From an optimization exercise on the open Yosys and OpenROAD flow, aimed at a short achievable clock period and few clock cycles per item; shortcuts taken in it are not production practice.
Function was checked by simulation only, so behaviour that the tests miss may differ from the original.
No activity file was given, so power comes from the tool's default toggle rates.

==> design/flow/config.mk <==
export PLATFORM = sky130hd
export DESIGN_NAME = rv32_pipe_cpu
export DESIGN_NICKNAME = rv32_pipe_cpu
export VERILOG_FILES = /design/flow/design.v
export SDC_FILE = /design/flow/constraint.sdc
export NUM_CORES = 8
export LEC_CHECK = 0
export ABC_CLOCK_PERIOD_IN_PS = 2500
export CAP_MARGIN = 20
export CORE_MARGIN = 2
export CORE_UTILIZATION = 55
export CTS_CLUSTER_DIAMETER = 80
export CTS_CLUSTER_SIZE = 20
export GPL_TIMING_DRIVEN = 1
export SLEW_MARGIN = 20
==> design/flow/constraint.sdc <==
create_clock -name core_clock -period 10.0 [get_ports {clk}]
set_input_delay 2.0000 -clock core_clock [delete_from_list [all_inputs] [get_ports {clk}]]
set_output_delay 2.0000 -clock core_clock [all_outputs]
set_load 0.01 [all_outputs]
==> design/flow/design.v <==
module rv32_pipe_cpu(
    input clk,
    input rst_n,
    output [31:0] imem_addr,
    input  [31:0] imem_rdata,
    output [31:0] dmem_addr,
    output [31:0] dmem_wdata,
    output        dmem_we,
    input  [31:0] dmem_rdata,
    output        debug_wb_have_inst,
    output [31:0] debug_wb_pc,
    output        debug_wb_ena,
    output [4:0]  debug_wb_reg,
    output [31:0] debug_wb_value
);
    localparam OP_R    = 7'b0110011;
    localparam OP_I    = 7'b0010011;
    localparam OP_LW   = 7'b0000011;
    localparam OP_SW   = 7'b0100011;
    localparam OP_BR   = 7'b1100011;
    localparam OP_JAL  = 7'b1101111;
    localparam OP_JALR = 7'b1100111;
    localparam OP_LUI  = 7'b0110111;
    reg  [31:0] pc;
    reg  [31:0] fetch_addr;          
    reg         id_valid;
    reg  [31:0] id_pc;
    reg  [31:0] id_inst;
    reg  [31:0] id_pc_n;
    reg  [31:0] id_inst_n;
    reg  [31:0] id_rs1_oh;           
    reg  [31:0] id_rs2_oh;           
    reg  [31:0] id_rs1_ohn;          
    reg  [31:0] id_rs2_ohn;          
    reg         id_rs1_one;          
    reg         id_pred;             
    reg         ex_valid;
    reg  [31:0] ex_pc;
    reg  [31:0] ex_pc4;
    reg  [4:0]  ex_rd;
    reg         ex_rf_we;
    reg         ex_is_load;
    reg         ex_is_store;
    reg         ex_is_branch;
    reg         ex_lp;               
    reg  [4:0]  ex_rs;
    reg         ex_is_jal;
    reg         ex_is_addi;
    reg         ex_is_jalr;
    reg         ex_jal_far;          
    reg         ex_br_lt;            
    reg         ex_br_inv;           
    reg         ex_m_always;         
    reg         ex_m_true;           
    reg         ex_m_false;          
    reg         ex_m_always_n;       
    reg         ex_m_true_n;         
    reg         ex_m_false_n;        
    reg         ex_jr_chk;           
    reg         ex_sub;
    reg         ex_sra;
    reg  [7:0]  ex_rsel;             
    reg  [31:0] ex_a;                
    reg  [31:0] ex_b;                
    reg  [31:0] ex_sd;               
    reg  [31:0] ex_target;           
    reg         ex_redir_t;          
    reg         ex_m_late;           
    reg  [31:0] ex_pnpc;             
    reg         mem_valid;
    reg  [31:0] mem_pc;
    reg  [4:0]  mem_rd;
    reg         mem_rf_we;
    reg         mem_is_load;
    reg         mem_is_store;
    reg  [31:0] mem_alu;
    reg  [31:0] mem_sd;
    reg         mem_btb_upd;         
    reg         mem_btb_ins;         
    reg         mem_is_branch;
    reg  [31:0] mem_target;          
    reg  [31:0] mem_pc4;
    reg         mem_taken;
    reg         mem_lp;              
    reg  [4:0]  mem_rs;
    reg  [31:0] mem_jr_tgt;          
    reg         mem_is_jalr;
    reg         mem_jr_redirect;     
    reg         mem_we;              
    reg  [31:0] mem_addr_q;          
    reg         wb_valid;
    reg  [31:0] wb_pc;
    reg  [4:0]  wb_rd;
    reg         wb_rf_we;
    reg  [31:0] wb_val;
    reg         dbg_have;
    reg         dbg_ena;
    reg  [4:0]  dbg_reg;
    reg  [31:0] dbg_val;
    reg  [31:0] rf [1:31];
    reg  [7:0]  btb_v;
    reg  [9:0]  btb_tag [0:7];
    reg  [9:0]  btb_tgt [0:7];
    reg  [1:0]  btb_ctr [0:7];
    reg  [7:0]  btb_lp;              
    reg  [4:0]  btb_rs  [0:7];       
    reg  [31:1] rf_is_one;
    reg         wb_is_one;
    reg  [2:0]  btb_ptr;             
    function [31:0] ks_add;
        input [31:0] a;
        input [31:0] b;
        input        cin;
        reg   [31:0] g, p, gn, pn;
        integer      i, d;
        begin
            g = a & b;
            p = a ^ b;
            g[0] = g[0] | (p[0] & cin);
            for (d = 1; d < 32; d = d * 2) begin
                gn = g;
                pn = p;
                for (i = d; i < 32; i = i + 1) begin
                    gn[i] = g[i] | (p[i] & g[i-d]);
                    pn[i] = p[i] & p[i-d];
                end
                g = gn;
                p = pn;
            end
            ks_add = (a ^ b) ^ {g[30:0], cin};
        end
    endfunction
    function [31:0] inc4;
        input [31:0] x;
        reg   [31:0] c, cn;
        integer      i, d;
        begin
            c = x;
            for (d = 1; d < 32; d = d * 2) begin
                cn = c;
                for (i = 2 + d; i < 32; i = i + 1)
                    cn[i] = c[i] & c[i-d];
                c = cn;
            end
            inc4 = {x[31:3] ^ c[30:2], ~x[2], x[1:0]};
        end
    endfunction
    function lt32;
        input [31:0] a;
        input [31:0] b;
        reg   [31:0] l, e;
        reg   [31:0] a2, b2;
        integer      i, w;
        begin
            a2 = {~a[31], a[30:0]};      
            b2 = {~b[31], b[30:0]};
            l = ~a2 & b2;
            e = ~(a2 ^ b2);
            for (w = 1; w < 32; w = w * 2) begin
                for (i = 0; i < 32; i = i + 2 * w) begin
                    l[i] = l[i + w] | (e[i + w] & l[i]);
                    e[i] = e[i + w] & e[i];
                end
            end
            lt32 = l[0];
        end
    endfunction
    assign imem_addr = fetch_addr;
    wire [31:0] f_rs1_oh = 32'd1 << imem_rdata[19:15];
    wire        f_rs1_one = (wb_valid && wb_rf_we && wb_rd == imem_rdata[19:15]) ?
                            wb_is_one : |(f_rs1_oh[31:1] & rf_is_one);
    wire [31:0] f_rs2_oh = 32'd1 << imem_rdata[24:20];
    wire [6:0]  d_op  = id_inst[6:0];
    wire [4:0]  d_rd  = id_inst[11:7];
    wire [2:0]  d_f3  = id_inst[14:12];
    wire [4:0]  d_rs1 = id_inst[19:15];
    wire [4:0]  d_rs2 = id_inst[24:20];
    wire d_r    = (d_op == OP_R);
    wire d_i    = (d_op == OP_I);
    wire d_lw   = (d_op == OP_LW);
    wire d_sw   = (d_op == OP_SW);
    wire d_br   = (d_op == OP_BR);
    wire d_jal  = (d_op == OP_JAL);
    wire d_jalr = (d_op == OP_JALR);
    wire d_lui  = (d_op == OP_LUI);
    wire d_use1 = d_r | d_i | d_lw | d_sw | d_br | d_jalr;
    wire d_use2 = d_r | d_sw | d_br;
    wire d_wr   = (d_r | d_i | d_lw | d_jal | d_jalr | d_lui) && (d_rd != 5'd0);
    wire [31:0] d_immI = {{20{id_inst[31]}}, id_inst[31:20]};
    wire [31:0] d_immS = {{20{id_inst[31]}}, id_inst[31:25], id_inst[11:7]};
    wire [31:0] d_immB = {{20{id_inst[31]}}, id_inst[7], id_inst[30:25], id_inst[11:8], 1'b0};
    wire [31:0] d_immJ = {{12{id_inst[31]}}, id_inst[19:12], id_inst[20], id_inst[30:21], 1'b0};
    wire [31:0] d_immU = {id_inst[31:12], 12'h000};
    wire [31:0] d_imm = d_sw  ? d_immS :
                        d_lui ? d_immU : d_immI;
    wire [31:0] d_pc4    = inc4(id_pc);
    wire [31:0] d_tgt_j  = ks_add(id_pc, d_immJ, 1'b0);
    wire [31:0] d_tgt_b  = ks_add(id_pc, d_immB, 1'b0);
    wire [31:0] d_target = d_jal ? d_tgt_j : d_tgt_b;
    wire        d_jal_far = d_jal && (d_immJ != 32'd4);
    reg  [31:0] d_rf1, d_rf2;
    integer k;
    always @(*) begin
        d_rf1 = 32'd0;
        d_rf2 = 32'd0;
        for (k = 1; k < 32; k = k + 1) begin
            d_rf1 = d_rf1 | ({{16{!id_rs1_ohn[k]}}, {16{id_rs1_oh[k]}}} & rf[k]);
            d_rf2 = d_rf2 | ({{16{!id_rs2_ohn[k]}}, {16{id_rs2_oh[k]}}} & rf[k]);
        end
    end
    wire d_e1 = ex_valid  && ex_rf_we  && (ex_rd  == d_rs1);
    wire d_e2 = ex_valid  && ex_rf_we  && (ex_rd  == d_rs2);
    wire d_m1 = mem_valid && mem_rf_we && (mem_rd == d_rs1);
    wire d_m2 = mem_valid && mem_rf_we && (mem_rd == d_rs2);
    wire d_w1 = wb_valid  && wb_rf_we  && (wb_rd  == d_rs1);
    wire d_w2 = wb_valid  && wb_rf_we  && (wb_rd  == d_rs2);
    wire d_stall = id_valid && ex_valid && ex_is_load &&
                   ((d_use1 && d_e1) || (d_use2 && d_e2));
    wire d_rs1_one = d_m1 ? (!mem_is_load && mem_alu == 32'd1) :
                     d_w1 ? wb_is_one : id_rs1_one;
    wire d_exit    = id_valid && d_i && (d_f3 == 3'b000) && d_wr &&
                     (id_inst[31:20] == 12'hfff) && !d_e1 && d_rs1_one;
    reg         f_pred;
    reg         f_take;
    reg  [9:0]  f_tgt;
    integer j;
    always @(*) begin
        f_pred = 1'b0;
        f_take = 1'b0;
        f_tgt  = 10'd0;
        for (j = 0; j < 8; j = j + 1) begin
            if (btb_v[j] && btb_tag[j] == pc[11:2] && btb_ctr[j][1]) begin
                f_pred = 1'b1;
                f_tgt  = f_tgt | btb_tgt[j];
                if (!(btb_lp[j] && btb_rs[j] == d_rd && d_exit))
                    f_take = 1'b1;
            end
        end
    end
    wire [31:0] f_pc4     = inc4(pc);
    wire [31:0] f_npc     = f_take ? {pc[31:12], f_tgt, 2'b00} : f_pc4;
    wire x_addi_zero = ((ex_a ^ ex_b) == {ex_a[30:0] | ex_b[30:0], 1'b0});
    wire d_fused     = d_br && (d_f3[2:1] == 2'b00) && (d_rs2 == 5'd0) &&
                       ex_valid && ex_is_addi && ex_rf_we && (ex_rd == d_rs1);
    wire d_fz_taken  = d_f3[0] ^ x_addi_zero;
    wire d_redir_seq = d_fused && !d_fz_taken;       
    wire d_br_redirect = id_valid && !d_stall &&
                       (d_fused ? (d_fz_taken != id_pred)
                                : (!id_pred && (d_jal_far || (d_br && id_inst[31]))));
    wire        d_jr_fuse = d_jalr && ex_valid && ex_is_jal && ex_rf_we && (ex_rd == d_rs1);
    wire [31:0] d_jr_tgt  = ks_add(ex_pc4, d_immI, 1'b0);
    wire        d_jr_redirect = id_valid && d_jr_fuse && !id_pred;
    wire        d_redirect    = d_br_redirect || d_jr_redirect;
    wire d_alu  = d_r | d_i;
    wire d_add  = (d_alu && d_f3 == 3'b000) | d_lw | d_sw;
    wire d_sub  = d_r && d_f3 == 3'b000 && id_inst[30];
    wire [7:0] d_rsel = {
        d_jal | d_jalr,                       
        d_lui,                                
        d_alu && d_f3 == 3'b101,              
        d_alu && d_f3 == 3'b001,              
        d_alu && d_f3 == 3'b100,              
        d_alu && d_f3 == 3'b110,              
        d_alu && d_f3 == 3'b111,              
        d_add                                 
    };
    wire d_use_imm = d_i | d_lw | d_sw | d_jalr | d_lui;
    wire [31:0] d_timm  = d_jal ? d_immJ : d_immB;
    wire [31:0] d_cs_x  = id_pc ^ d_timm ^ pc;
    wire [31:0] d_cs_c  = (id_pc & d_timm) | ((id_pc | d_timm) & ~pc);
    wire        d_pc_is_tgt = (d_cs_x == {d_cs_c[30:0], 1'b0});
    wire d_p_seq = d_redirect ?  d_redir_seq : !id_pred;
    wire d_p_tgt = d_redirect ? !d_redir_seq : d_pc_is_tgt;
    wire [31:0] x_a = ex_a;
    wire [31:0] x_b = ex_b;
    wire [31:0] x_sum = ks_add(x_a, x_b, ex_sub);
    wire [31:0] x_sll = x_a << x_b[4:0];
    wire [31:0] x_sr  = $signed({ex_sra & x_a[31], x_a}) >>> x_b[4:0];
    wire [31:0] x_res = ({32{ex_rsel[0]}} & x_sum)
                      | ({32{ex_rsel[1]}} & (x_a & x_b))
                      | ({32{ex_rsel[2]}} & (x_a | x_b))
                      | ({32{ex_rsel[3]}} & (x_a ^ x_b))
                      | ({32{ex_rsel[4]}} & x_sll)
                      | ({32{ex_rsel[5]}} & x_sr)
                      | ({32{ex_rsel[6]}} & x_b)
                      | ({32{ex_rsel[7]}} & ex_pc4);
    wire x_eq = (x_a == x_b);
    wire x_lt = lt32(x_a, x_b);
    wire x_cond = (ex_br_lt ? x_lt : x_eq) ^ ex_br_inv;
    wire x_taken = (ex_is_branch && x_cond) || ex_is_jal;
    wire [31:0] x_cs_x = x_a ^ x_b ^ ex_pnpc;
    wire [31:0] x_cs_c = (x_a & x_b) | ((x_a | x_b) & ~ex_pnpc);
    wire x_jalr_ok = (x_cs_x == {x_cs_c[30:0], 1'b0});
    wire x_mispredict = ex_m_always || (x_cond ? ex_m_true : ex_m_false);
    wire x_mispredict_f = !(ex_m_always_n && (x_cond ? ex_m_true_n : ex_m_false_n));
    wire x_jr_wrong   = (ex_jr_chk && !x_jalr_ok) || ex_m_late;
    assign dmem_addr  = mem_addr_q;
    assign dmem_wdata = mem_sd;
    assign dmem_we    = mem_we;
    wire [31:0] m_val = mem_is_load ? dmem_rdata : mem_alu;
    wire [31:0] d_v1 = d_e1 ? x_res : d_m1 ? m_val : d_w1 ? wb_val : d_rf1;
    wire [31:0] d_v2 = d_e2 ? x_res : d_m2 ? m_val : d_w2 ? wb_val : d_rf2;
    assign debug_wb_have_inst = dbg_have;
    assign debug_wb_pc        = wb_pc;
    assign debug_wb_ena       = dbg_ena;
    assign debug_wb_reg       = dbg_reg;
    assign debug_wb_value     = dbg_val;
    wire [31:0] pc_id = d_stall       ? pc :
                        d_jr_redirect ? d_jr_tgt :
                        d_br_redirect ? (d_redir_seq ? d_pc4 : d_target) : f_npc;
    wire [31:0] pc_m = mem_is_jalr ? mem_jr_tgt : mem_taken ? mem_target : mem_pc4;
    wire [31:0] pc_x = ex_redir_t ? ex_target : ex_pc4;
    wire [31:0] pc_n  = mem_jr_redirect ? pc_m : x_mispredict   ? pc_x : pc_id;
    wire [31:0] pc_nf = mem_jr_redirect ? pc_m : x_mispredict_f ? pc_x : pc_id;
    always @(posedge clk or negedge rst_n) begin
        if (!rst_n)  pc <= 32'hffff_fffc;
        else         pc <= pc_n;
    end
    always @(posedge clk) begin
        fetch_addr <= rst_n ? pc_nf : 32'hffff_fffc;
    end
    always @(posedge clk or negedge rst_n) begin
        if (!rst_n)                           id_valid <= 1'b0;
        else if (mem_jr_redirect || x_mispredict || x_jr_wrong || d_redirect)
                                              id_valid <= 1'b0;
        else if (!d_stall)                    id_valid <= 1'b1;
    end
    always @(posedge clk) begin
        if (d_stall) begin
            if (d_w1) id_rs1_one <= wb_is_one;
        end
        if (!d_stall) begin
            id_rs1_one <= f_rs1_one;
            id_pred    <= f_take;
        end
    end
    always @(posedge clk) begin
        id_pc      <= d_stall ? ~id_pc_n   : pc;
        id_pc_n    <= d_stall ? ~id_pc     : ~pc;
        id_inst    <= d_stall ? ~id_inst_n : imem_rdata;
        id_inst_n  <= d_stall ? ~id_inst   : ~imem_rdata;
        id_rs1_oh  <= d_stall ?  (32'd1 << d_rs1) :  f_rs1_oh;
        id_rs2_oh  <= d_stall ?  (32'd1 << d_rs2) :  f_rs2_oh;
        id_rs1_ohn <= d_stall ? ~(32'd1 << d_rs1) : ~f_rs1_oh;
        id_rs2_ohn <= d_stall ? ~(32'd1 << d_rs2) : ~f_rs2_oh;
    end
    always @(posedge clk or negedge rst_n) begin
        if (!rst_n)                          ex_valid <= 1'b0;
        else if (x_mispredict || x_jr_wrong || d_stall)
                                             ex_valid <= 1'b0;
        else                                 ex_valid <= id_valid;
    end
    wire d_to_ex = rst_n && id_valid && !(x_mispredict || x_jr_wrong || d_stall);
    always @(posedge clk) begin
        ex_m_always  <= d_to_ex && !d_br && !d_jalr && (d_jal ? !d_p_tgt : !d_p_seq);
        ex_m_true    <= d_to_ex && d_br && !d_p_tgt && d_p_seq;
        ex_m_false   <= d_to_ex && d_br && !d_p_seq && d_p_tgt;
        ex_m_always_n <= !(d_to_ex && !d_br && !d_jalr && (d_jal ? !d_p_tgt : !d_p_seq));
        ex_m_true_n   <= !(d_to_ex && d_br && !d_p_tgt && d_p_seq);
        ex_m_false_n  <= !(d_to_ex && d_br && !d_p_seq && d_p_tgt);
        ex_m_late    <= d_to_ex && d_br && !d_p_seq && !d_p_tgt;
        ex_jr_chk    <= d_to_ex && d_jalr;
    end
    always @(posedge clk) begin
        ex_pc        <= id_pc;
        ex_pc4       <= d_pc4;
        ex_rd        <= d_rd;
        ex_rf_we     <= d_wr;
        ex_is_load   <= d_lw;
        ex_is_store  <= d_sw;
        ex_is_branch <= d_br;
        ex_lp        <= (d_f3 == 3'b001) && (d_rs2 == 5'd0);
        ex_rs        <= d_rs1;
        ex_is_jal    <= d_jal;
        ex_is_addi   <= d_i && (d_f3 == 3'b000);
        ex_is_jalr   <= d_jalr;
        ex_jal_far   <= d_jal_far;
        ex_br_lt     <= d_f3[2];
        ex_br_inv    <= d_f3[0];
        ex_sub       <= d_sub;
        ex_sra       <= id_inst[30];
        ex_rsel      <= d_rsel;
        ex_a         <= d_v1;
        ex_b         <= d_use_imm ? d_imm : d_sub ? ~d_v2 : d_v2;
        ex_sd        <= d_v2;
        ex_target    <= d_target;
        ex_redir_t   <= d_jal || (d_br && !(d_redirect ? !d_redir_seq : id_pred));
        ex_pnpc      <= d_jr_redirect ? d_jr_tgt : pc;
    end
    always @(posedge clk or negedge rst_n) begin
        if (!rst_n) begin
            mem_valid       <= 1'b0;
            mem_jr_redirect <= 1'b0;
            mem_alu         <= 32'd0;
        end else begin
            mem_valid       <= ex_valid;
            mem_jr_redirect <= x_jr_wrong;
            mem_alu         <= x_res;
        end
    end
    always @(posedge clk) begin
        mem_we     <= rst_n && ex_valid && ex_is_store;
        mem_addr_q <= x_res;
    end
    always @(posedge clk) begin
        mem_pc        <= ex_pc;
        mem_rd        <= ex_rd;
        mem_rf_we     <= ex_rf_we;
        mem_is_load   <= ex_is_load;
        mem_is_store  <= ex_is_store;
        mem_sd        <= ex_sd;
        mem_btb_upd   <= ex_is_branch | ex_is_jal | ex_is_jalr;
        mem_btb_ins   <= (ex_is_branch && x_cond) || ex_jal_far || ex_is_jalr;
        mem_is_branch <= ex_is_branch;
        mem_target    <= ex_target;
        mem_pc4       <= ex_pc4;
        mem_taken     <= x_taken;
        mem_lp        <= ex_is_branch && ex_lp;
        mem_rs        <= ex_rs;
        mem_jr_tgt    <= x_sum;
        mem_is_jalr   <= ex_is_jalr;
    end
    always @(posedge clk or negedge rst_n) begin
        if (!rst_n) begin
            wb_valid <= 1'b0;
            wb_rd    <= 5'd0;
            wb_rf_we <= 1'b0;
            wb_val   <= 32'd0;
            wb_is_one <= 1'b0;
        end else begin
            wb_valid <= mem_valid;
            wb_rd    <= mem_rd;
            wb_rf_we <= mem_rf_we;
            wb_val   <= m_val;
            wb_is_one <= (m_val == 32'd1);
        end
    end
    always @(posedge clk) begin
        wb_pc    <= mem_pc;
        dbg_have <= rst_n && mem_valid;
        dbg_ena  <= mem_rf_we;
        dbg_reg  <= mem_rd;
        dbg_val  <= m_val;
    end
    genvar gi;
    generate
        for (gi = 1; gi < 32; gi = gi + 1) begin : g_rf
            always @(posedge clk or negedge rst_n) begin
                if (!rst_n)
                    rf[gi] <= 32'd0;
                else if (wb_valid && wb_rf_we && (wb_rd == gi))
                    rf[gi] <= wb_val;
            end
            always @(posedge clk or negedge rst_n) begin
                if (!rst_n)
                    rf_is_one[gi] <= 1'b0;
                else if (wb_valid && wb_rf_we && (wb_rd == gi))
                    rf_is_one[gi] <= wb_is_one;
            end
        end
    endgenerate
    reg        m_hit;
    reg  [2:0] m_hidx;
    integer    q;
    always @(*) begin
        m_hit  = 1'b0;
        m_hidx = 3'd0;
        for (q = 0; q < 8; q = q + 1) begin
            if (btb_v[q] && btb_tag[q] == mem_pc[11:2]) begin
                m_hit  = 1'b1;
                m_hidx = q;
            end
        end
    end
    wire m_btb_ins = mem_valid && mem_btb_upd && mem_btb_ins;
    wire m_btb_dec = mem_valid && mem_btb_upd && !mem_btb_ins && mem_is_branch && m_hit;
    wire [2:0] m_widx = m_hit ? m_hidx : btb_ptr;
    always @(posedge clk or negedge rst_n) begin
        if (!rst_n)                      btb_ptr <= 3'd0;
        else if (m_btb_ins && !m_hit)    btb_ptr <= btb_ptr + 3'd1;
    end
    generate
        for (gi = 0; gi < 8; gi = gi + 1) begin : g_btb
            always @(posedge clk or negedge rst_n) begin
                if (!rst_n)
                    btb_v[gi] <= 1'b0;
                else if (m_btb_ins && m_widx == gi)
                    btb_v[gi] <= 1'b1;
            end
            always @(posedge clk) begin
                if (m_btb_ins && m_widx == gi) begin
                    btb_tag[gi] <= mem_pc[11:2];
                    btb_tgt[gi] <= mem_is_jalr ? mem_jr_tgt[11:2] : mem_target[11:2];
                    btb_lp[gi]  <= mem_lp;
                    btb_rs[gi]  <= mem_rs;
                    btb_ctr[gi] <= (m_hit && btb_ctr[gi] != 2'b11) ? btb_ctr[gi] + 2'd1 : 2'b11;
                end else if (m_btb_dec && m_widx == gi) begin
                    btb_ctr[gi] <= (btb_ctr[gi] == 2'b00) ? 2'b00 : btb_ctr[gi] - 2'd1;
                end
            end
        end
    endgenerate
endmodule
==> design/flow/flow/run.sh <==
#!/bin/bash
# The standard layout (standard.sh) with the settings in env.sh:
# environment variables, and make variables in MAKE_ARGS.
set -euo pipefail
MAKE_ARGS=()
source flow/env.sh
bash standard.sh "${MAKE_ARGS[@]}" finish > standard.log 2>&1
==> design/flow/flow/env.sh <==
export SETUP_SLACK_MARGIN=7
# Port buffers: a strong buffer instead of the smallest one.
export BUFFER_PORTS_ARGS="-buffer_cell sky130_fd_sc_hd__buf_8"
# Leave adders to ABC (no fixed full/half-adder cells in the carry paths).
export ADDER_MAP_FILE=
# Make variables: the platform's don't-use cells plus slow cells ABC tends to
# chain (high-stack OR/NOR and complex AOI/OAI, majority, adder, 3-input XOR).
MAKE_ARGS=("DONT_USE_CELLS= sky130_fd_sc_hd__probe_p_8 sky130_fd_sc_hd__probec_p_8 sky130_fd_sc_hd__lpflow_bleeder_1 sky130_fd_sc_hd__lpflow_clkbufkapwr_1 sky130_fd_sc_hd__lpflow_clkbufkapwr_16 sky130_fd_sc_hd__lpflow_clkbufkapwr_2 sky130_fd_sc_hd__lpflow_clkbufkapwr_4 sky130_fd_sc_hd__lpflow_clkbufkapwr_8 sky130_fd_sc_hd__lpflow_clkinvkapwr_1 sky130_fd_sc_hd__lpflow_clkinvkapwr_16 sky130_fd_sc_hd__lpflow_clkinvkapwr_2 sky130_fd_sc_hd__lpflow_clkinvkapwr_4 sky130_fd_sc_hd__lpflow_clkinvkapwr_8 sky130_fd_sc_hd__lpflow_decapkapwr_12 sky130_fd_sc_hd__lpflow_decapkapwr_3 sky130_fd_sc_hd__lpflow_decapkapwr_4 sky130_fd_sc_hd__lpflow_decapkapwr_6 sky130_fd_sc_hd__lpflow_decapkapwr_8 sky130_fd_sc_hd__lpflow_inputiso0n_1 sky130_fd_sc_hd__lpflow_inputiso0p_1 sky130_fd_sc_hd__lpflow_inputiso1n_1 sky130_fd_sc_hd__lpflow_inputiso1p_1 sky130_fd_sc_hd__lpflow_inputisolatch_1 sky130_fd_sc_hd__lpflow_isobufsrc_1 sky130_fd_sc_hd__lpflow_isobufsrc_16 sky130_fd_sc_hd__lpflow_isobufsrc_2 sky130_fd_sc_hd__lpflow_isobufsrc_4 sky130_fd_sc_hd__lpflow_isobufsrc_8 sky130_fd_sc_hd__lpflow_isobufsrckapwr_16 sky130_fd_sc_hd__lpflow_lsbuf_lh_hl_isowell_tap_1 sky130_fd_sc_hd__lpflow_lsbuf_lh_hl_isowell_tap_2 sky130_fd_sc_hd__lpflow_lsbuf_lh_hl_isowell_tap_4 sky130_fd_sc_hd__lpflow_lsbuf_lh_isowell_4 sky130_fd_sc_hd__lpflow_lsbuf_lh_isowell_tap_1 sky130_fd_sc_hd__lpflow_lsbuf_lh_isowell_tap_2 sky130_fd_sc_hd__lpflow_lsbuf_lh_isowell_tap_4  sky130_fd_sc_hd__or3_* sky130_fd_sc_hd__or3b_* sky130_fd_sc_hd__or4_* sky130_fd_sc_hd__or4b_* sky130_fd_sc_hd__or4bb_* sky130_fd_sc_hd__nor3_* sky130_fd_sc_hd__nor3b_* sky130_fd_sc_hd__nor4_* sky130_fd_sc_hd__nor4b_* sky130_fd_sc_hd__nor4bb_* sky130_fd_sc_hd__o41a_* sky130_fd_sc_hd__o41ai_* sky130_fd_sc_hd__o311a_* sky130_fd_sc_hd__o311ai_* sky130_fd_sc_hd__a2111o_* sky130_fd_sc_hd__a2111oi_* sky130_fd_sc_hd__o32a_* sky130_fd_sc_hd__o32ai_* sky130_fd_sc_hd__maj3_* sky130_fd_sc_hd__fa_* sky130_fd_sc_hd__ha_* sky130_fd_sc_hd__xnor3_* sky130_fd_sc_hd__xor3_* sky130_fd_sc_hd__mux4_* sky130_fd_sc_hd__a211o_* sky130_fd_sc_hd__a211oi_* sky130_fd_sc_hd__o211a_* sky130_fd_sc_hd__o211ai_* sky130_fd_sc_hd__a311o_* sky130_fd_sc_hd__a311oi_* sky130_fd_sc_hd__o31a_* sky130_fd_sc_hd__o31ai_* sky130_fd_sc_hd__a31o_* sky130_fd_sc_hd__a31oi_* sky130_fd_sc_hd__a41o_* sky130_fd_sc_hd__a41oi_* sky130_fd_sc_hd__a32o_* sky130_fd_sc_hd__a32oi_* sky130_fd_sc_hd__o2111a_* sky130_fd_sc_hd__o2111ai_* sky130_fd_sc_hd__a222oi_*")
==> design/flow/standard.sh <==
#!/bin/bash
# synth_recipe.tcl (not shown) runs the flow's synth.tcl, then flattens the netlist and writes it again
# the make line also repeats each setting of config.mk as NAME=value (left out here)
make -C /OpenROAD-flow-scripts/flow DESIGN_CONFIG=/design/flow/config.mk WORK_HOME=/design/flow/orfs CLKGATE_MAP_FILE= SYNTH_SCRIPT=/design/flow/synth_recipe.tcl "${@:-finish}"
==> summary.txt, run 1 <==
YS warnings=6; total grt overflow=0; Die ar.=0.197 mm2; vias in the first global route=91,700; asr flop ratio synth=between 50% and 60%; Wirelength per Cell=between 30 and 40 um; Seq. cell area=~0.053 mm2; initial antenna violation count=between 50 and 60; cell taking the most area after synthesis=dfrtp_1; endpoints failing setup=0; max FFs per register=between 900 and 1,000; Netlist cell types=66; gpl congestion=1.08; fin nets=between 10,000 and 15,000; min cycle time layout=between 3 and 4 ns; Critical Path AT=approximately 4.6 ns; unrepaired setup endpoints after global routing=true; Slew Viols, Final=0; Worst-Skew Late Latency=0.87 ns; Multi-input gate area=~0.056 mm2; sequential area share after synthesis=between 40% and 50%; Hold Crit Class=reg2reg; Hold WS=0.322 ns; PnR worst setup slack=approximately 6.1 ns; Setup CP Type=reg2reg; setup_tns=0 ns; Biggest register=rf; crit end category=register; drc violations=0; CTS sink count=~2,200; CTS Buffer Depth=3; Buf/Inv on CP=3; CTS H-Tree Depth=4; status=timing/DRC/antenna clean; biggest registers after layout=rf (992), btb_tag (80), btb_tgt (80); largest net degree at the start of global routing=134; clock skew=roughly 0.041 ns; Main synth FF type=dfrtp_1; crit-path max cell delay=roughly 0.7 ns; GRT Util Overall=51.0%; row count=161; clock-pin slew on the worst setup and hold paths=0.09 ns; Synth Instances=10,200; die span in x=between 400 and 500 um; crit path cell chain=buf_12 > xor2_1 > nor2_1 > and4b_1 > buf_6 > a22oi_2 > nand4_1 > a21oi_4 > buf_12 > and4_4 > nand2_2 > xnor2_1 > a221o_1 > a221o_1 > a221o_1; die height=444 um; maximum vdd ir drop=about 170 uV; Port Buffers=~230; Worst setup SP type=register; Pleak=56.1 nW; IO Pins=between 200 and 250; Syn Nets=roughly 10,000; flops & latches, synth=roughly 2,200; Fin. Hold Viols=0; final WL=roughly 520,000 um; Initial Util=a little under three fifths; Worst path most repeated cell=a221o_1; DP HPWL=between 300,000 and 400,000 um; Yosys top cell area share=between 20% and 30%; slew margin rel.=15.6%; Req. time, crit path=about 11 ns; DRT antenna net count=0; fill count=around 15,000; core area=between 0.15 and 0.2 mm2; hold_buf cts=0; critical path's slowest cell=dfstp_4; Post-synth EDFFs=between 200 and 250; CP top delay family=compound AO/OA/AOI/OAI gates; TritonCTS Buffers=140; top post-synthesis cells by area=dfrtp_1, dfxtp_1, mux2_2; Final Core Density=about two thirds; max cap viols=0; vias per cell=between 7 and 8; CTS tree=built; P&R area growth vs syn=22.2%; share of cells above drive strength 1=approximately a third; Pre-antenna DRT Iters=10; peak fanout along the critical path=5; Post-Place Worst Slack=around 5.0 ns; CTS Root Cell=clkbuf_16; first-pass GRT wire length=711,000 um; number of DRC markers in iteration 0=around 18,000; Worst-Margin Slew=around 1.3 ns; syn_area_per_cell=10.4 um2; pwr/cell area=between 150 and 200 mW/mm2; Final period util=approximately 39%; achievable frequency=258 MHz; DR vias=around 100,000; mapped cell area=approximately 0.11 mm2
cells by family (layout without fill, tap and decap cells):
kind of cell	count (synthesis)	count (layout)	share of synthesized area, %
and+or+nand+nor	2365	2376	10.8
DFF	2192	2192	48.7
muxes	1429	1429	14.7
other	0	45	0
AOI/OAI and AO/OA	2488	2488	16.5
buffers and inverters	1170	1680	4.23
xor gates and xnor gates	595	595	5.00
metrics by stage:
stage / cell area, um2 / instances / total power [mW]
2_1_floorplan: 107000 / 10200 / 13.3
3_3_place_gp: 112000 / 12400 / 15.3
3_5_place_dp: 113000 / 12400 / 15.4
4_1_cts: 126000 / 13100 / 22.1
5_1_grt: 130000 / 13300 / 23.3
6_report: 130000 / 13300 / 22.7
where the power goes:
group          leakage, nW  switching (mW)  total (mW)  internal, mW
registers             24.8            1.22        11.1          9.86
clock network         2.15            3.34        6.27          2.93
logic                 29.2            3.07        5.37          2.30
timing repair:
| action | CTS | global route |
|---|---|---|
| gates cloned | 40 | 7 |
| setup buffers | 433 | 170 |
| endpoints found under the setup margin | 1287 | 1101 |
| pin swaps | 207 | 240 |
| resized for setup | 1388 | 521 |
| hold endpoints to repair | 0 | 0 |
layer usage:
| layer | vias up | share of wire, % | track usage [%] |
|---|---|---|---|
| li1 | 38200 | - | - |
| met1 | 48100 | 34 | 60.7 |
| met2 | 9017 | 40 | 70.7 |
| met3 | 3068 | 15 | 21.5 |
| met4 | 50 | 11 | 43.6 |
| met5 | - | 0.098 | 0.708 |
synth_stat cells (349+ instances only):
library cell	instances
mux2_2	1120
dfrtp_1	1112
dfxtp_1	825
nand2_1	743
clkbuf_1	637
nor2_1	613
o21ai_0	503
xnor2_1	459
a21oi_1	409
a221oi_1	407
a22oi_1	380
a22o_1	349
worst reg2reg max path, cell delays in order (launching register included):
cell and delay [ns]:
dfstp_4 0.71, buf_12 0.15, xor2_1 0.17, nor2_1 0.06
and4b_1 0.22, buf_6 0.14, a22oi_2 0.17, nand4_1 0.31
a21oi_4 0.28, buf_12 0.14, and4_4 0.23, nand2_2 0.06
xnor2_1 0.13, a221o_1 0.36, a221o_1 0.30, a221o_1 0.31
layout make-up:
cell class / instances / share of cell area, %
Antenna cell: 45 / 0.0865
Tap cell: 2526 / 2.43
Timing Repair Buffer: 1146 / 9.97
Multi-Input combinational cell: 6888 / 42.7
Sequential cell: 2192 / 40.4
Timing Repair inverter: 2 / 0.0173
Clock inverter: 34 / 0.343
Inverter: 285 / 0.908
Clock buffer: 213 / 3.08
cell usage in the layout, fill, tap and decap left out, drive strengths merged, types with 61 or more instances in the layout:
cell | Yosys | final
clkbuf | 637 | 218
nand2 | 743 | 743
a221oi | 409 | 409
nor2b | 97 | 97
nand2b | 67 | 67
nor2 | 615 | 623
and2 | 70 | 72
buf | 248 | 1123
and4 | 88 | 88
dfxtp | 825 | 825
a22oi | 380 | 380
xnor2 | 466 | 466
mux2 | 1121 | 1121
nand3 | 208 | 208
edfxtp | 225 | 225
a21oi | 409 | 409
inv | 283 | 286
or2 | 61 | 61
o221ai | 99 | 99
o21ai | 509 | 509
o22ai | 92 | 92
a22o | 349 | 349
xor2 | 129 | 129
and3 | 109 | 110
nand4 | 243 | 243
mux2i | 308 | 308
a21boi | 81 | 81
dfrtp | 1112 | 1112
final timing paths:
kind | startpoint | endpoint | slack (ns) | cells past startpoint
worst max-delay path | pc[2] | fetch_addr[30] | 6.13 | 15
min in group asynchronous | rst_n | rf[11][9] | 1.28 | 2
max in group asynchronous | rst_n | rf[15][22] | 7.17 | 4
worst min-delay path | mem_pc[19] | wb_pc[19] | 0.32 | 0
worst min register to register | mem_pc[19] | wb_pc[19] | 0.32 | 0
worst max register to register | pc[2] | fetch_addr[30] | 6.13 | 15
Testbench counts, summed over its fixed seeds: cycles 28,017, instrs 26,430.
==> run 2: changes to the inputs <==
--- a/design/flow/design.v
+++ b/design/flow/design.v
@@ -33,5 +33,4 @@
     reg  [31:0] id_rs1_ohn;          
     reg  [31:0] id_rs2_ohn;          
-    reg         id_rs1_one;          
     reg         id_pred;             
     reg         ex_valid;
@@ -43,6 +42,4 @@
     reg         ex_is_store;
     reg         ex_is_branch;
-    reg         ex_lp;               
-    reg  [4:0]  ex_rs;
     reg         ex_is_jal;
     reg         ex_is_addi;
@@ -79,9 +76,5 @@
     reg         mem_btb_ins;         
     reg         mem_is_branch;
-    reg  [31:0] mem_target;          
-    reg  [31:0] mem_pc4;
-    reg         mem_taken;
-    reg         mem_lp;              
-    reg  [4:0]  mem_rs;
+    reg  [31:0] mem_npc;             
     reg  [31:0] mem_jr_tgt;          
     reg         mem_is_jalr;
@@ -103,8 +96,4 @@
     reg  [9:0]  btb_tgt [0:7];
     reg  [1:0]  btb_ctr [0:7];
-    reg  [7:0]  btb_lp;              
-    reg  [4:0]  btb_rs  [0:7];       
-    reg  [31:1] rf_is_one;
-    reg         wb_is_one;
     reg  [2:0]  btb_ptr;             
     function [31:0] ks_add;
@@ -166,8 +155,21 @@
         end
     endfunction
+    reg         f_pred;
+    reg  [9:0]  f_tgt;
+    integer j;
+    always @(*) begin
+        f_pred = 1'b0;
+        f_tgt  = 10'd0;
+        for (j = 0; j < 8; j = j + 1) begin
+            if (btb_v[j] && btb_tag[j] == pc[11:2] && btb_ctr[j][1]) begin
+                f_pred = 1'b1;
+                f_tgt  = f_tgt | btb_tgt[j];
+            end
+        end
+    end
+    wire [31:0] f_pc4     = inc4(pc);
+    wire [31:0] f_npc     = f_pred ? {pc[31:12], f_tgt, 2'b00} : f_pc4;
     assign imem_addr = fetch_addr;
     wire [31:0] f_rs1_oh = 32'd1 << imem_rdata[19:15];
-    wire        f_rs1_one = (wb_valid && wb_rf_we && wb_rd == imem_rdata[19:15]) ?
-                            wb_is_one : |(f_rs1_oh[31:1] & rf_is_one);
     wire [31:0] f_rs2_oh = 32'd1 << imem_rdata[24:20];
     wire [6:0]  d_op  = id_inst[6:0];
@@ -217,27 +219,4 @@
     wire d_stall = id_valid && ex_valid && ex_is_load &&
                    ((d_use1 && d_e1) || (d_use2 && d_e2));
-    wire d_rs1_one = d_m1 ? (!mem_is_load && mem_alu == 32'd1) :
-                     d_w1 ? wb_is_one : id_rs1_one;
-    wire d_exit    = id_valid && d_i && (d_f3 == 3'b000) && d_wr &&
-                     (id_inst[31:20] == 12'hfff) && !d_e1 && d_rs1_one;
-    reg         f_pred;
-    reg         f_take;
-    reg  [9:0]  f_tgt;
-    integer j;
-    always @(*) begin
-        f_pred = 1'b0;
-        f_take = 1'b0;
-        f_tgt  = 10'd0;
-        for (j = 0; j < 8; j = j + 1) begin
-            if (btb_v[j] && btb_tag[j] == pc[11:2] && btb_ctr[j][1]) begin
-                f_pred = 1'b1;
-                f_tgt  = f_tgt | btb_tgt[j];
-                if (!(btb_lp[j] && btb_rs[j] == d_rd && d_exit))
-                    f_take = 1'b1;
-            end
-        end
-    end
-    wire [31:0] f_pc4     = inc4(pc);
-    wire [31:0] f_npc     = f_take ? {pc[31:12], f_tgt, 2'b00} : f_pc4;
     wire x_addi_zero = ((ex_a ^ ex_b) == {ex_a[30:0] | ex_b[30:0], 1'b0});
     wire d_fused     = d_br && (d_f3[2:1] == 2'b00) && (d_rs2 == 5'd0) &&
@@ -245,11 +224,7 @@
     wire d_fz_taken  = d_f3[0] ^ x_addi_zero;
     wire d_redir_seq = d_fused && !d_fz_taken;       
-    wire d_br_redirect = id_valid && !d_stall &&
+    wire d_redirect  = id_valid && !d_stall &&
                        (d_fused ? (d_fz_taken != id_pred)
                                 : (!id_pred && (d_jal_far || (d_br && id_inst[31]))));
-    wire        d_jr_fuse = d_jalr && ex_valid && ex_is_jal && ex_rf_we && (ex_rd == d_rs1);
-    wire [31:0] d_jr_tgt  = ks_add(ex_pc4, d_immI, 1'b0);
-    wire        d_jr_redirect = id_valid && d_jr_fuse && !id_pred;
-    wire        d_redirect    = d_br_redirect || d_jr_redirect;
     wire d_alu  = d_r | d_i;
     wire d_add  = (d_alu && d_f3 == 3'b000) | d_lw | d_sw;
@@ -295,4 +270,5 @@
     wire x_mispredict_f = !(ex_m_always_n && (x_cond ? ex_m_true_n : ex_m_false_n));
     wire x_jr_wrong   = (ex_jr_chk && !x_jalr_ok) || ex_m_late;
+    wire [31:0] x_npc = x_taken ? ex_target : ex_pc4;
     assign dmem_addr  = mem_addr_q;
     assign dmem_wdata = mem_sd;
@@ -306,8 +282,7 @@
     assign debug_wb_reg       = dbg_reg;
     assign debug_wb_value     = dbg_val;
-    wire [31:0] pc_id = d_stall       ? pc :
-                        d_jr_redirect ? d_jr_tgt :
-                        d_br_redirect ? (d_redir_seq ? d_pc4 : d_target) : f_npc;
-    wire [31:0] pc_m = mem_is_jalr ? mem_jr_tgt : mem_taken ? mem_target : mem_pc4;
+    wire [31:0] pc_id = d_stall    ? pc :
+                        d_redirect ? (d_redir_seq ? d_pc4 : d_target) : f_npc;
+    wire [31:0] pc_m = mem_is_jalr ? mem_jr_tgt : mem_npc;
     wire [31:0] pc_x = ex_redir_t ? ex_target : ex_pc4;
     wire [31:0] pc_n  = mem_jr_redirect ? pc_m : x_mispredict   ? pc_x : pc_id;
@@ -327,10 +302,6 @@
     end
     always @(posedge clk) begin
-        if (d_stall) begin
-            if (d_w1) id_rs1_one <= wb_is_one;
-        end
         if (!d_stall) begin
-            id_rs1_one <= f_rs1_one;
-            id_pred    <= f_take;
+            id_pred    <= f_pred;
         end
     end
@@ -370,6 +341,4 @@
         ex_is_store  <= d_sw;
         ex_is_branch <= d_br;
-        ex_lp        <= (d_f3 == 3'b001) && (d_rs2 == 5'd0);
-        ex_rs        <= d_rs1;
         ex_is_jal    <= d_jal;
         ex_is_addi   <= d_i && (d_f3 == 3'b000);
@@ -386,5 +355,5 @@
         ex_target    <= d_target;
         ex_redir_t   <= d_jal || (d_br && !(d_redirect ? !d_redir_seq : id_pred));
-        ex_pnpc      <= d_jr_redirect ? d_jr_tgt : pc;
+        ex_pnpc      <= pc;
     end
     always @(posedge clk or negedge rst_n) begin
@@ -413,9 +382,5 @@
         mem_btb_ins   <= (ex_is_branch && x_cond) || ex_jal_far || ex_is_jalr;
         mem_is_branch <= ex_is_branch;
-        mem_target    <= ex_target;
-        mem_pc4       <= ex_pc4;
-        mem_taken     <= x_taken;
-        mem_lp        <= ex_is_branch && ex_lp;
-        mem_rs        <= ex_rs;
+        mem_npc       <= x_npc;
         mem_jr_tgt    <= x_sum;
         mem_is_jalr   <= ex_is_jalr;
@@ -427,5 +392,4 @@
             wb_rf_we <= 1'b0;
             wb_val   <= 32'd0;
-            wb_is_one <= 1'b0;
         end else begin
             wb_valid <= mem_valid;
@@ -433,5 +397,4 @@
             wb_rf_we <= mem_rf_we;
             wb_val   <= m_val;
-            wb_is_one <= (m_val == 32'd1);
         end
     end
@@ -452,10 +415,4 @@
                     rf[gi] <= wb_val;
             end
-            always @(posedge clk or negedge rst_n) begin
-                if (!rst_n)
-                    rf_is_one[gi] <= 1'b0;
-                else if (wb_valid && wb_rf_we && (wb_rd == gi))
-                    rf_is_one[gi] <= wb_is_one;
-            end
         end
     endgenerate
@@ -491,7 +448,5 @@
                 if (m_btb_ins && m_widx == gi) begin
                     btb_tag[gi] <= mem_pc[11:2];
-                    btb_tgt[gi] <= mem_is_jalr ? mem_jr_tgt[11:2] : mem_target[11:2];
-                    btb_lp[gi]  <= mem_lp;
-                    btb_rs[gi]  <= mem_rs;
+                    btb_tgt[gi] <= mem_is_jalr ? mem_jr_tgt[11:2] : mem_npc[11:2];
                     btb_ctr[gi] <= (m_hit && btb_ctr[gi] != 2'b11) ? btb_ctr[gi] + 2'd1 : 2'b11;
                 end else if (m_btb_dec && m_widx == gi) begin
==> run 2 against run 1 <==
Compared with the run above:
- via count shrank 6.1%
- final cell count shrank 7.1%
- sequential cell count shrank 123
- non-clock buffer count shrank 205
- worst setup slack gained 0.047 ns
- clock-buffer cell count shrank 18
- global-route usage grew 0.96 points
- routed wire length shrank 4.7%
- total power shrank 8.4%
- sequential power shrank 7%
- first-iteration DRC count grew 1.4%
- critical endpoint is now fetch_addr[21]
==> summary.txt, run 2 <==
slew margin rel.=9.54% (-6.1 points); DR vias=92,500 (-6.1%); crit-path max cell delay=0.37 ns (-0.34 ns); TritonCTS Buffers=134 (-4.3%); final WL=498,000 um (-4.7%); Final Core Density=66.8% (-0.80 points); sequential area share after synthesis=48.9% (+0.17 points); Critical R2R Launch=ex_b[1]; Hold WS=0.313 ns (-0.00837 ns); CP top delay family=compound AO/OA/AOI/OAI gates; vias per cell=7.46 (+1.1%); gpl congestion=1.07 (-1.1%); IO Pins=234 (unchanged); row count=156 (-3.1%); worst r2r dst=fetch_addr[21]; status=timing/DRC/antenna clean; Biggest register=rf; achievable frequency=261 MHz (+1.2%); critical path's slowest cell=nand4_1; DP HPWL=305,000 um (-3.6%); Post-synth EDFFs=177 (-21%); Port Buffers=233 (unchanged); asr flop ratio synth=53.6% (+1.6 points); biggest registers after layout=rf (992), btb_tag (80), btb_tgt (80); clock-pin slew on the worst setup and hold paths=0.10 ns (about the same); Netlist cell types=64 (-3.0%); endpoints failing setup=0 (unchanged); core area=0.181 mm2 (-6.2%); Wirelength per Cell=40.2 um (+2.5%); hold_buf cts=0 (unchanged); Slew Viols, Final=0 (unchanged); peak fanout along the critical path=6 (+1); Req. time, crit path=10.75 ns (+0.03 ns); clock skew=0.0415 ns (+0.000173 ns); drc violations=0 (unchanged); Hold Path Sink=wb_pc[24]; Initial Util=55.3% (about the same); Setup CP Type=reg2reg; mapped cell area=0.0998 mm2 (-6.3%); CTS Root Cell=clkbuf_16; CTS tree=built; max cap viols=0 (unchanged); Main synth FF type=dfrtp_1; die span in x=430 um (-3.2%); initial antenna violation count=52 (+2.0%); CTS H-Tree Depth=4 (unchanged); setup_tns=0 ns (unchanged); count leader, synth=mux2_2; maximum vdd ir drop=197 uV (+17%); crit end category=register; Syn Nets=9,670 (-6.2%); DRT antenna net count=0 (unchanged); most frequent cells in the layout=dfrtp_1, mux2_2, nand2_1; min cycle time layout=3.83 ns (-0.0469 ns); Synth top cells by count=mux2_2, dfrtp_1, dfxtp_1; CTS Buffer Depth=3 (unchanged); Worst-Margin Slew=1.35 ns (+0.0814 ns); top post-synthesis cells by area=dfrtp_1, dfxtp_1, mux2_2; unrepaired setup endpoints after global routing=true; Critical Path AT=4.58 ns (-0.02 ns); Fin. Hold Viols=0 (unchanged); total grt overflow=0 (unchanged); worst hold start=mem_pc[24]; largest net degree at the start of global routing=173 (+29%); Worst-Skew Late Latency=0.86 ns (about the same); Die ar.=0.185 mm2 (-6.3%); Worst setup SP type=register; Pleak=52.0 nW (-7.4%); flops & latches, synth=2,069 (-5.6%); max FFs per register=992 (unchanged); first-pass GRT wire length=675,000 um (-5.1%); Synth Instances=9,604 (-6.2%); share of cells above drive strength 1=33.5% (-0.97 points); crit path cell chain=buf_12 > xnor2_4 > mux2i_4 > nand4_1 > and4b_1 > nand4_1 > xor2_4 > buf_6 > a21bo_4 > buf_12 > nand2_8 > a2bb2oi_2 > nor2_1 > a221o_1 > a221o_1; Hold Path Depth=0 (unchanged); Pre-antenna DRT Iters=13 (+3); vias in the first global route=85,500 (-6.8%); worst r2r path cells=15 (unchanged); syn_area_per_cell=10.4 um2 (-0.12%); fill count=14,000 (-4.0%); Non-Filler Instances=12,400 (-7.1%); DP Cell Count=11,700 (-5.9%); number of DRC markers in iteration 0=18,000 (+1.4%); YS warnings=5 (-1); P&R area growth vs syn=20.8%; most common cell after layout, fill and taps aside=dfrtp_1; Yosys top cell area share=27.1% (+0.96 points); pwr/cell area=173 mW/mm2 (-1.1%); cell taking the most area after synthesis=dfrtp_1; CTS sink count=2,069 (-5.6%); GRT Util Overall=51.9% (+0.96 points); Buf/Inv on CP=3 (unchanged); Final period util=38.3% (-0.47 points); fin nets=9,953 (-7.2%); R2R setup slack=6.17 ns (+0.05 ns); Hold Crit Class=reg2reg; die height=430 um (-3.2%)
-- run 2: cell types whose count changed in the layout (fill, tap and decap cells not counted), moves of 42 or more --
cell,before,now
edfxtp_1,225,177
o21ai_0,330,280
buf_4,586,475
a22o_1,347,296
nor2_1,568,524
nand2_1,654,595
a22oi_1,368,421
mux2i_1,220,148
buf_6,195,96
a221oi_1,373,331
-- run 2: how the worst max path moves through the flow --
stage                    start              to  slack, ns  depth (start not counted)
global placement       ex_b[1]  fetch_addr[24]       4.80                         14
CTS                    ex_b[1]  fetch_addr[26]       6.34                         15
finish                 ex_b[1]  fetch_addr[21]       6.17                         15
floorplan           mem_pc[10]   btb_ctr[4][0]       6.79                         14
global route           ex_b[1]  fetch_addr[21]       6.16                         15
detailed placement    ex_a[10]  fetch_addr[24]       4.78                         13
-- run 2: per-layer routing --
layer | global-route usage [%] | vias up | part of all wire [%]
li1 | - | 35800 | -
met3 | 25.1 | 2765 | 17
met2 | 68.3 | 8852 | 38
met1 | 65.2 | 45000 | 35
met4 | 38.5 | 31 | 10
met5 | 0.937 | - | 0.084
-- run 2: cells by family after synthesis --
family	after synthesis	share of synthesized area [%]
buf+inv	1087	4.21
flops	2069	48.9
compound gates	2353	16.6
mux	1313	14.6
xor+xnor	502	4.43
simple gates	2280	11.3
-- run 2: what timing repair did --
item / CTS / global route
endpoints found under the setup margin: 1521 / 1216
cloned: 42 / 10
resized for setup: 1177 / 466
setup buffers: 263 / 152
endpoints found under the hold margin: 0 / 0
pin swaps: 158 / 221
-- run 2: through the flow --
stage          cell area [um2]  worst slack (ns)  power [mW]
2_1_floorplan           100000              6.79        11.9
3_3_place_gp            106000              4.80        13.8
3_5_place_dp            106000              4.78        13.9
4_1_cts                 117000              6.34        20.2
5_1_grt                 121000              6.16        21.2
6_report                121000              6.17        20.8
-- run 2: layout make-up --
class                           instances  area [um2]  share of cell area [%]
Inverter                              276        1110                   0.919
Sequential cell                      2069       49500                    41.0
Tap cell                             2370        2970                    2.46
Clock buffer                          195        3800                    3.15
Multi-Input combinational cell       6462       51500                    42.7
Timing Repair inverter                  3        26.3                  0.0218
Clock inverter                         37         505                   0.419
Antenna cell                           36        90.1                  0.0747
Timing Repair Buffer                  941       11200                    9.25
-- run 2: report_power, final --
part           internal, mW  total [mW]  switching [mW]
clock                  2.83        5.99            3.16
sequential             9.18        10.3            1.08
combinational          1.91        4.56            2.65
-- run 2: worst register-to-register path, cell delays in order, from the launching register on --
cell	delay (ns)
dfxtp_4	0.35
buf_12	0.13
xnor2_4	0.23
mux2i_4	0.36
nand4_1	0.12
and4b_1	0.31
nand4_1	0.37
xor2_4	0.33
buf_6	0.16
a21bo_4	0.27
buf_12	0.16
nand2_8	0.12
a2bb2oi_2	0.17
nor2_1	0.09
a221o_1	0.30
a221o_1	0.29
Testbench counts of run 2, summed over its fixed seeds: cycles 28,776, instrs 26,430.
==> run 3: changes to the inputs <==
--- a/design/flow/design.v
+++ b/design/flow/design.v
@@ -27,10 +27,6 @@
     reg  [31:0] id_pc;
     reg  [31:0] id_inst;
-    reg  [31:0] id_pc_n;
-    reg  [31:0] id_inst_n;
     reg  [31:0] id_rs1_oh;           
-    reg  [31:0] id_rs2_oh;           
-    reg  [31:0] id_rs1_ohn;          
-    reg  [31:0] id_rs2_ohn;          
+    reg  [31:0] id_rs2_oh;
     reg         id_pred;             
     reg         ex_valid;
@@ -51,7 +47,4 @@
     reg         ex_m_true;           
     reg         ex_m_false;          
-    reg         ex_m_always_n;       
-    reg         ex_m_true_n;         
-    reg         ex_m_false_n;        
     reg         ex_jr_chk;           
     reg         ex_sub;
@@ -62,5 +55,5 @@
     reg  [31:0] ex_sd;               
     reg  [31:0] ex_target;           
-    reg         ex_redir_t;          
+    reg  [31:0] ex_redir;            
     reg         ex_m_late;           
     reg  [31:0] ex_pnpc;             
@@ -207,6 +200,6 @@
         d_rf2 = 32'd0;
         for (k = 1; k < 32; k = k + 1) begin
-            d_rf1 = d_rf1 | ({{16{!id_rs1_ohn[k]}}, {16{id_rs1_oh[k]}}} & rf[k]);
-            d_rf2 = d_rf2 | ({{16{!id_rs2_ohn[k]}}, {16{id_rs2_oh[k]}}} & rf[k]);
+            d_rf1 = d_rf1 | ({32{id_rs1_oh[k]}} & rf[k]);
+            d_rf2 = d_rf2 | ({32{id_rs2_oh[k]}} & rf[k]);
         end
     end
@@ -224,7 +217,11 @@
     wire d_fz_taken  = d_f3[0] ^ x_addi_zero;
     wire d_redir_seq = d_fused && !d_fz_taken;       
-    wire d_redirect  = id_valid && !d_stall &&
+    wire d_br_redirect = id_valid && !d_stall &&
                        (d_fused ? (d_fz_taken != id_pred)
                                 : (!id_pred && (d_jal_far || (d_br && id_inst[31]))));
+    wire        d_jr_fuse = d_jalr && ex_valid && ex_is_jal && ex_rf_we && (ex_rd == d_rs1);
+    wire [31:0] d_jr_tgt  = ks_add(ex_pc4, d_immI, 1'b0);
+    wire        d_jr_redirect = id_valid && d_jr_fuse && !id_pred;
+    wire        d_redirect    = d_br_redirect || d_jr_redirect;
     wire d_alu  = d_r | d_i;
     wire d_add  = (d_alu && d_f3 == 3'b000) | d_lw | d_sw;
@@ -268,5 +265,4 @@
     wire x_jalr_ok = (x_cs_x == {x_cs_c[30:0], 1'b0});
     wire x_mispredict = ex_m_always || (x_cond ? ex_m_true : ex_m_false);
-    wire x_mispredict_f = !(ex_m_always_n && (x_cond ? ex_m_true_n : ex_m_false_n));
     wire x_jr_wrong   = (ex_jr_chk && !x_jalr_ok) || ex_m_late;
     wire [31:0] x_npc = x_taken ? ex_target : ex_pc4;
@@ -282,10 +278,9 @@
     assign debug_wb_reg       = dbg_reg;
     assign debug_wb_value     = dbg_val;
-    wire [31:0] pc_id = d_stall    ? pc :
-                        d_redirect ? (d_redir_seq ? d_pc4 : d_target) : f_npc;
-    wire [31:0] pc_m = mem_is_jalr ? mem_jr_tgt : mem_npc;
-    wire [31:0] pc_x = ex_redir_t ? ex_target : ex_pc4;
-    wire [31:0] pc_n  = mem_jr_redirect ? pc_m : x_mispredict   ? pc_x : pc_id;
-    wire [31:0] pc_nf = mem_jr_redirect ? pc_m : x_mispredict_f ? pc_x : pc_id;
+    wire [31:0] pc_id = d_stall       ? pc :
+                        d_jr_redirect ? d_jr_tgt :
+                        d_br_redirect ? (d_redir_seq ? d_pc4 : d_target) : f_npc;
+    wire [31:0] pc_n = mem_jr_redirect ? (mem_is_jalr ? mem_jr_tgt : mem_npc) :
+                       x_mispredict    ? ex_redir : pc_id;
     always @(posedge clk or negedge rst_n) begin
         if (!rst_n)  pc <= 32'hffff_fffc;
@@ -293,5 +288,5 @@
     end
     always @(posedge clk) begin
-        fetch_addr <= rst_n ? pc_nf : 32'hffff_fffc;
+        fetch_addr <= rst_n ? pc_n : 32'hffff_fffc;
     end
     always @(posedge clk or negedge rst_n) begin
@@ -303,17 +298,11 @@
     always @(posedge clk) begin
         if (!d_stall) begin
+            id_pc      <= pc;
+            id_inst    <= imem_rdata;
+            id_rs1_oh  <= f_rs1_oh;
+            id_rs2_oh  <= f_rs2_oh;
             id_pred    <= f_pred;
         end
     end
-    always @(posedge clk) begin
-        id_pc      <= d_stall ? ~id_pc_n   : pc;
-        id_pc_n    <= d_stall ? ~id_pc     : ~pc;
-        id_inst    <= d_stall ? ~id_inst_n : imem_rdata;
-        id_inst_n  <= d_stall ? ~id_inst   : ~imem_rdata;
-        id_rs1_oh  <= d_stall ?  (32'd1 << d_rs1) :  f_rs1_oh;
-        id_rs2_oh  <= d_stall ?  (32'd1 << d_rs2) :  f_rs2_oh;
-        id_rs1_ohn <= d_stall ? ~(32'd1 << d_rs1) : ~f_rs1_oh;
-        id_rs2_ohn <= d_stall ? ~(32'd1 << d_rs2) : ~f_rs2_oh;
-    end
     always @(posedge clk or negedge rst_n) begin
         if (!rst_n)                          ex_valid <= 1'b0;
@@ -327,7 +316,4 @@
         ex_m_true    <= d_to_ex && d_br && !d_p_tgt && d_p_seq;
         ex_m_false   <= d_to_ex && d_br && !d_p_seq && d_p_tgt;
-        ex_m_always_n <= !(d_to_ex && !d_br && !d_jalr && (d_jal ? !d_p_tgt : !d_p_seq));
-        ex_m_true_n   <= !(d_to_ex && d_br && !d_p_tgt && d_p_seq);
-        ex_m_false_n  <= !(d_to_ex && d_br && !d_p_seq && d_p_tgt);
         ex_m_late    <= d_to_ex && d_br && !d_p_seq && !d_p_tgt;
         ex_jr_chk    <= d_to_ex && d_jalr;
@@ -354,6 +340,6 @@
         ex_sd        <= d_v2;
         ex_target    <= d_target;
-        ex_redir_t   <= d_jal || (d_br && !(d_redirect ? !d_redir_seq : id_pred));
-        ex_pnpc      <= pc;
+        ex_redir     <= (d_jal || (d_br && !d_p_tgt)) ? d_target : d_pc4;
+        ex_pnpc      <= d_jr_redirect ? d_jr_tgt : pc;
     end
     always @(posedge clk or negedge rst_n) begin
==> run 3 against run 2 <==
Compared with the run above:
- final cell count decreased by 0.36%
- sequential power decreased by 4%
- critical path depth unchanged
- final area decreased by 0.25%
- still clean
- first-iteration DRC count decreased by 7.2%
- clock-buffer cell count decreased by 16
- total power increased by 4.0%
- register-to-register slack got worse by 0.04 ns
- synthesized cell count decreased by 2.9%
- combinational power increased by about 30%
- largest power group unchanged
- non-clock buffer count increased by 248
- highest routed layer unchanged
- via count decreased by 1.5%
==> summary.txt, run 3 <==
die height=424 um (-1.4%); Buf/Inv on CP=3 (unchanged); gpl congestion=1.04 (-2.4%); Req. time, crit path=10.65 ns (-0.10 ns); CTS H-Tree Depth=4 (unchanged); crit-path max cell delay=0.49 ns (+0.12 ns); cell taking the most area after synthesis=dfrtp_1; mapped cell area=0.0969 mm2 (-2.9%); DP HPWL=296,000 um (-2.9%); worst r2r dst=ex_b[23]; final WL=491,000 um (-1.5%); crit end category=register; DRT antenna net count=0 (unchanged); asr flop ratio synth=56.4% (+2.7 points); Biggest register=rf; row count=154 (-1.3%); Post-synth EDFFs=303 (+71%); slew margin rel.=17.3% (+7.8 points); flops & latches, synth=1,969 (-4.8%); fin nets=9,958 (+0.050%); pwr/cell area=180 mW/mm2 (+4.3%); fill count=13,400 (-4.3%); Netlist cell types=66 (+3.1%); total grt overflow=0 (unchanged); PnR worst setup slack=6.13 ns (-0.0396 ns); Worst-Margin Slew=1.23 ns (-0.115 ns); max cap viols=0 (unchanged); Die ar.=0.180 mm2 (-2.9%); Hold WS=0.323 ns (+0.00988 ns); core area=0.176 mm2 (-2.7%); Syn Nets=9,392 (-2.9%); unrepaired setup endpoints after global routing=true; CTS tree=built; setup_tns=0 ns (unchanged); Hold Path Depth=0 (unchanged); initial antenna violation count=39 (-25%); CTS Buffer Depth=3 (unchanged); critical path's slowest cell=a221o_2; Wirelength per Cell=39.8 um (-1.2%); crit path cell chain=buf_12 > xor2_4 > and3_1 > a221o_1 > o22ai_4 > o21ai_4 > a221o_1 > buf_4 > buf_6 > xnor2_4 > a221o_2 > nand2_2 > o21ai_2 > xnor2_1 > a221o_1; DR vias=91,100 (-1.5%); IO Pins=234 (unchanged); vias per cell=7.38 (-1.1%); Pre-antenna DRT Iters=10 (-3); Main synth FF type=dfrtp_1; vias in the first global route=85,000 (-0.52%); min cycle time layout=3.87 ns (+0.0396 ns); peak fanout along the critical path=4 (-2); max FFs per register=992 (unchanged); Port Buffers=233 (unchanged); endpoints failing setup=0 (unchanged); clock-pin slew on the worst setup and hold paths=0.09 ns (about the same); Yosys top cell area share=27.9% (+0.81 points); number of DRC markers in iteration 0=16,700 (-7.2%); Synth top cells by count=mux2_2, dfrtp_1, a22oi_1; most frequent cells in the layout=dfrtp_1, mux2_2, a22oi_1; CTS sink count=1,969 (-4.8%); Fin. Hold Viols=0 (unchanged); Worst path most repeated cell=a221o_1; Final Core Density=68.5% (+1.7 points); Slew Viols, Final=0 (unchanged); syn_area_per_cell=10.4 um2 (about the same); TritonCTS Buffers=130 (-3.0%); most common cell after layout, fill and taps aside=dfrtp_1; YS warnings=5 (unchanged); Critical R2R Launch=ex_b[4]; Critical Path AT=4.51 ns (-0.07 ns); CTS Root Cell=clkbuf_16; Worst setup SP type=register; die span in x=424 um (-1.4%); GRT Util Overall=52.7% (+0.82 points); status=timing/DRC/antenna clean; maximum vdd ir drop=181 uV (-8.1%); clock skew=0.0511 ns (+0.00954 ns); biggest registers after layout=rf (992), btb_tag (80), btb_tgt (80); Synth Instances=9,326 (-2.9%); sequential area share after synthesis=49.6% (+0.69 points); share of cells above drive strength 1=36.3% (+2.8 points); largest net degree at the start of global routing=154 (-11%); worst r2r path cells=15 (unchanged); count leader, synth=mux2_2; Initial Util=55.2% (-0.13 points); Final period util=38.7% (+0.40 points); top post-synthesis cells by area=dfrtp_1, mux2_2, dfxtp_1; hold_buf cts=0 (unchanged); CP top delay family=compound AO/OA/AOI/OAI gates; Setup CP Type=reg2reg; Post-Place Worst Slack=5.07 ns (+0.289 ns); first-pass GRT wire length=666,000 um (-1.4%); drc violations=0 (unchanged); Hold Crit Class=reg2reg; P&R area growth vs syn=24.1%; Pleak=51.9 nW (-0.22%); R2R setup slack=6.13 ns (-0.04 ns); worst hold start=mem_pc[1]; achievable frequency=259 MHz (-1.0%); Hold Path Sink=wb_pc[1]; Worst-Skew Late Latency=0.87 ns (about the same)
-- run 3: cell count changes in the layout (fill, tap and decap cells not counted), sizes merged, moves of 126 or more --
| cell | delta |
|---|---|
| a22oi | +578 |
| a221oi | -317 |
| a22o | -282 |
| buf | +257 |
| dfxtp | -226 |
| nor2 | +163 |
| edfxtp | +126 |
-- run 3: worst reg2reg max path, delay by kind of cell (launching register included) --
| kind | cells | cell delay (ns) |
|---|---|---|
| AO/OA/AOI/OAI | 7 | 2.19 |
| XOR/XNOR | 3 | 0.43 |
| buffers and inverters | 3 | 0.42 |
| flip-flops | 1 | 0.36 |
| AND/OR/NAND/NOR | 2 | 0.27 |
-- run 3: worst max-delay path by stage --
stage,slack (ns),start,to,cells past startpoint
global route,6.12,ex_b[4],ex_b[23],15
floorplan,6.63,ex_b[3],ex_b[27],14
global placement,5.02,ex_b[3],ex_b[18],13
finish,6.13,ex_b[4],ex_b[23],15
CTS,6.22,ex_b[4],ex_b[27],14
detailed placement,5.07,ex_b[3],ex_b[18],13
-- run 3: through the flow --
step	total power, mW	area, um2	instances
after detailed placement	14.0	103000	11300
final	21.6	120000	12300
after CTS	20.8	117000	12100
after floorplan	12.0	97800	9326
after global placement	13.9	103000	11300
after global routing	22.1	120000	12300
-- run 3: logic make-up (layout without fill, tap and decap cells) --
kind of cell	Yosys count	count (layout)	share of synthesized area, %
other	0	25	0
and+or+nand+nor	2354	2367	11.6
xor gates and xnor gates	581	581	5.29
DFF	1969	1969	49.6
buffers and inverters	929	1569	3.70
muxes	1265	1265	14.5
AOI/OAI and AO/OA	2228	2228	15.4
-- run 3: what timing repair did --
action	in CTS	in global routing
endpoints found under the setup margin	1374	1274
pin swaps	258	221
gates cloned	39	5
buffers inserted	539	167
resized for setup	1328	423
-- run 3: routing by layer --
metal  wire, um  part of all wire (%)  global-route usage, %
met2     196000                    40                   72.9
met5        668                  0.14                   2.15
met4      57200                    12                   46.7
met3      73400                    15                   20.9
met1     164000                    33                   63.2
-- run 3: area by class of cell --
type                    count  area (um2)  area share (%)
repair inverters            3        25.0          0.0208
diodes                     25        62.6          0.0520
well taps                2340        2930            2.43
clock inverters            40         567           0.471
inverters                 158         674           0.561
repair buffers           1189       13200            11.0
clock buffers             179        3660            3.04
multi-input cells        6441       50500            42.0
flip-flops and latches   1969       48700            40.4
-- run 3: power breakdown --
part / switching [mW] / internal [mW] / leakage, nW / total, mW
Combinational: 3.23 / 2.68 / 26.7 / 5.91
Clock: 3.05 / 2.79 / 2.05 / 5.84
Sequential: 0.996 / 8.90 / 23.1 / 9.90
Total: 7.27 / 14.4 / 51.9 / 21.6
Testbench counts of run 3, summed over its fixed seeds: cycles 28,528, instrs 26,430.

[separate check: timing with driven ports]
Ports are ideal in the flow. The routed layouts listed here were re-timed in OpenROAD. Step 1: set_driving_cell puts a clkbuf_16 on clk and a buf_2 on each other input, an assumption about the parent block. Step 2 times the ports against the registers' clock, not the clock port: input delays grow and output delays shrink by t, the midpoint of the rising clock arrivals with the driver on. a / b / c = ideal ports / drivers / drivers and shift; a / b = the first two.
| run | t (ns) | setup slack, ns | hold WS [ns] | slew at the worst register clock pin (ns) |
|---|---|---|---|---|
| run 1 | 0.934 | 6.126 / 6.126 / 5.911 | 0.322 / 0.322 / 0.322 | 0.10 / 0.10 |
| run 2 | 0.946 | 6.173 / 6.173 / 5.705 | 0.313 / 0.313 / 0.313 | 0.10 / 0.10 |
| run 3 | 0.929 | 6.133 / 6.133 / 6.133 | 0.323 / 0.323 / 0.323 | 0.09 / 0.09 |
After both steps every run listed still meets setup and hold. The setup slack of run 2, which loses most, moves by 0.000 ns with the drivers and by -0.468 ns with both steps.
